What follows belongs to an exercise in optimizing a design on an open flow for small area and a short achievable clock period; a production flow would make more cautious choices.
In this exercise RTL edits were held to simulation tests only and were not proved equivalent to the original.
Power is estimated from default activity; no workload was simulated.

==> v16 <==
## conv_top
module conv_top (
  input  logic               clk,
  input  logic               rstn,
  input  logic               valid_in,
  input  logic [7:0]         px_in,
  input  logic               kernel_wr,
  input  logic [3:0]         kernel_addr,
  input  logic signed [15:0] kernel_data,
  output logic               valid_out,
  output logic [7:0]         px_out
);
Settings: LEC_CHECK=0, ABC_CLOCK_PERIOD_IN_PS=2500, CAP_MARGIN=20, CORE_MARGIN=2, CORE_UTILIZATION=45, CTS_CLUSTER_DIAMETER=110, CTS_CLUSTER_SIZE=20, PLACE_DENSITY=0.65, SLEW_MARGIN=20, SYNTH_HIERARCHICAL=1, SYNTH_MINIMUM_KEEP_SIZE=0; clock period 8.0 ns.
standard.sh (not shown) runs the stock make flow with config.mk's settings and CLKGATE_MAP_FILE= SYNTH_SCRIPT=/design/flow/synth_recipe.tcl, a recipe that flattens the netlist after the stock synthesis.
==> flow/flow/run.sh <==
#!/bin/bash
# The standard layout, with two changes to how it is optimised:
#  - the port buffers that buffer_ports inserts are plain buffers
#    (sky130_fd_sc_hd__buf_4) instead of the default delay buffers;
#  - ORFS's timing repair aims for a setup slack of 5.25 ns at the design's
#    clock period (SETUP_SLACK_MARGIN), so that it keeps improving paths
#    the global-route estimate already sees as meeting 3 ns.
# The clock period and constraints are the design's.  The full output of
# the run goes to standard.log in this folder; ORFS also keeps its per-step
# logs under orfs/logs.
set -euo pipefail
export BUFFER_PORTS_ARGS="-buffer_cell sky130_fd_sc_hd__buf_4"
export SETUP_SLACK_MARGIN=5.25
bash standard.sh > standard.log 2>&1
==> v39 (differences from v16) <==
==> flow/flow/run.sh (replaced) <==
#!/bin/bash
# The standard layout, with the port buffers that buffer_ports inserts made
# plain buffers (sky130_fd_sc_hd__buf_4) instead of the default delay buffers.
# The full output of the run goes to standard.log in this folder; ORFS also
# keeps its per-step logs under orfs/logs.
set -euo pipefail
export BUFFER_PORTS_ARGS="-buffer_cell sky130_fd_sc_hd__buf_4"
bash standard.sh > standard.log 2>&1
- SETUP_SLACK_MARGIN: not set -> 5
==> run notes <==
Number of non-clock buffers in the layout: v39 79; v16 228
Switching share of power: v39 36.1%; v16 36.1%
Gate power share: v39 38.1%; v16 38.8%
Final Cycle Share: v39 37.8%; v16 35.3%
Postcts setup bufs: v39 4; v16 80
Maximum fanout along the worst path: v39 17; v16 1
Switching component of the power: v39 10.3 mW; v16 10.4 mW
Global routing usage on met1: v39 34.6%; v16 34.6%
Non-clock buffer share of cell area: v39 0.884%; v16 2.38%
Smallest hold slack: v39 0.331 ns; v16 0.331 ns
WL/cell: v39 26.7 um; v16 26.4 um
First-pass GRT wire length: v39 303 mm; v16 304 mm
Vias/cell: v39 5.50; v16 5.50
Combinational gate power: v39 10.9 mW; v16 11.2 mW
Total power of the final layout: v39 28.6 mW; v16 28.8 mW
Multi-input combinational area share: v39 34.2%; v16 33.7%
Fmax achieved: v39 0.331 GHz; v16 0.354 GHz
Endpoint of the worst register-to-register path: v39 mac.r3264$_DFF_P_; v16 mac.r3230$_DFF_P_
Run status: v39 timing/DRC/antenna clean; v16 timing/DRC/antenna clean
Final Instance Count excl. Fillers: v39 7953; v16 8109

* * *

==> job 3933 <==
conv_top again, from the RTL that the note above started with.
clock: 8.0 ns
lec_check: 0
abc_clock_period_in_ps: 2500
cap_margin: 20
core_margin: 2
core_utilization: 45
cts_cluster_diameter: 110
cts_cluster_size: 20
place_density: 0.65
setup_slack_margin: 5
slew_margin: 20
synth_hierarchical: 1
synth_minimum_keep_size: 0
run.sh (not shown) runs the stock make flow with config.mk's settings and CLKGATE_MAP_FILE= SYNTH_SCRIPT=/design/flow/synth_recipe.tcl, a recipe that flattens the netlist after the stock synthesis.
Stock flow here: none of the scripts above is used.
==> job 6128: changes against job 3933 <==
==> flow/flow/run.sh (new file) <==
#!/bin/bash
# The standard layout, with two changes to how it is optimised:
#  - the port buffers that buffer_ports inserts are plain buffers
#    (sky130_fd_sc_hd__buf_4) instead of the default delay buffers;
#  - ORFS's timing repair aims for a setup slack of 5.45 ns at the design's
#    clock period (SETUP_SLACK_MARGIN), so that it keeps improving paths
#    the global-route estimate already sees as meeting 3 ns.
# The clock period and constraints are the design's.  The full output of
# the run goes to standard.log in this folder; ORFS also keeps its per-step
# logs under orfs/logs.
set -euo pipefail
export BUFFER_PORTS_ARGS="-buffer_cell sky130_fd_sc_hd__buf_4"
export SETUP_SLACK_MARGIN=5.45
bash standard.sh > standard.log 2>&1
==> flow/standard.sh (new file) <==
#!/bin/bash
# synth_recipe.tcl (not shown) runs the flow's synth.tcl, then flattens the netlist and writes it again
# the make line also repeats each setting of config.mk as NAME=value (left out here)
make -C /OpenROAD-flow-scripts/flow DESIGN_CONFIG=/design/flow/config.mk WORK_HOME=/design/flow/orfs CLKGATE_MAP_FILE= SYNTH_SCRIPT=/design/flow/synth_recipe.tcl "${@:-finish}"
Settings changed: SETUP_SLACK_MARGIN 5 to default.
removed: flow/run.sh
==> results.yml <==
hold_path:
  min_to: "mac.r3755"
timing:
  min_period_over_period_pct: 37.95
  tightest_slew_ns: 1.157
setup_path:
  r2r_cells: 5
  crit_fanout: 17
route:
  met3WireLength_mm: 19.87
  dr.pass1.iters: 11
grt:
  first_global_vias: 42380
  grtUsageMet2_pct: 36.35
  track_usage_pct: 24.82
final_layout:
  drive_gt1_share_pct: 3.675
cts:
  cts_made_buffers: 97
power_and_ir_drop:
  pwr-share-comb_pct: 38.7
  powerSeq_w: 0.0124
  internal_power_w: 0.01823
  power-per-cell-area_mw_per_mm2: 353.4
run_status:
  status: "timing/DRC/antenna clean"
the above is filed under job 3933

==> results.yml <==
grt:
  track_usage_pct: 25.45
  grtUsageMet2_pct: 38.49
  first_global_vias: 44320
power_and_ir_drop:
  power-per-cell-area_mw_per_mm2: 340.9
  pwr-share-comb_pct: 40.3
  internal_power_w: 0.01882
  powerSeq_w: 0.0122
route:
  met3WireLength_mm: 20.76
  dr.pass1.iters: 8
final_layout:
  drive_gt1_share_pct: 17.64
run_status:
  status: "timing/DRC/antenna clean"
timing:
  min_period_over_period_pct: 34.90
cts:
  cts_made_buffers: 99
setup_path:
  crit_fanout: 1
the above is filed under job 6128

-- port drivers added, routing unchanged --
Ports are ideal in the flow. The routed layouts listed here were re-timed in OpenROAD.
Step 1 (the two cells are an assumption about what drives the block):
set clk [get_ports {clk}]
set_driving_cell -lib_cell sky130_fd_sc_hd__clkbuf_16 $clk
set_driving_cell -lib_cell sky130_fd_sc_hd__buf_2 [delete_from_list [all_inputs] $clk]
Step 2 adds t to the input delays and takes it off the output delays; t is the mean of the earliest and latest rising clock arrival at the registers after step 1. Input paths then give back, and output paths get back, about the clock's delay inside the block.
Slacks: ideal / step 1 / step 2; pairs: ideal / step 1.
run	t, ns	setup WS [ns]	latest minus earliest clock arrival (ns)	slew at the worst register clock pin (ns)	cell pins on the clock port's net
v16	0.845	5.177 / 5.094 / 5.218	0.070 / 0.070	0.10 / 0.10	1
v39	0.847	4.976 / 4.976 / 4.976	0.074 / 0.074	0.10 / 0.10	1
job 3933	0.835	4.964 / 4.964 / 4.964	0.072 / 0.072	0.10 / 0.10	1
job 6128	0.847	5.208 / 5.110 / 5.274	0.072 / 0.073	0.10 / 0.10	1
After both steps every run listed still meets setup and hold.
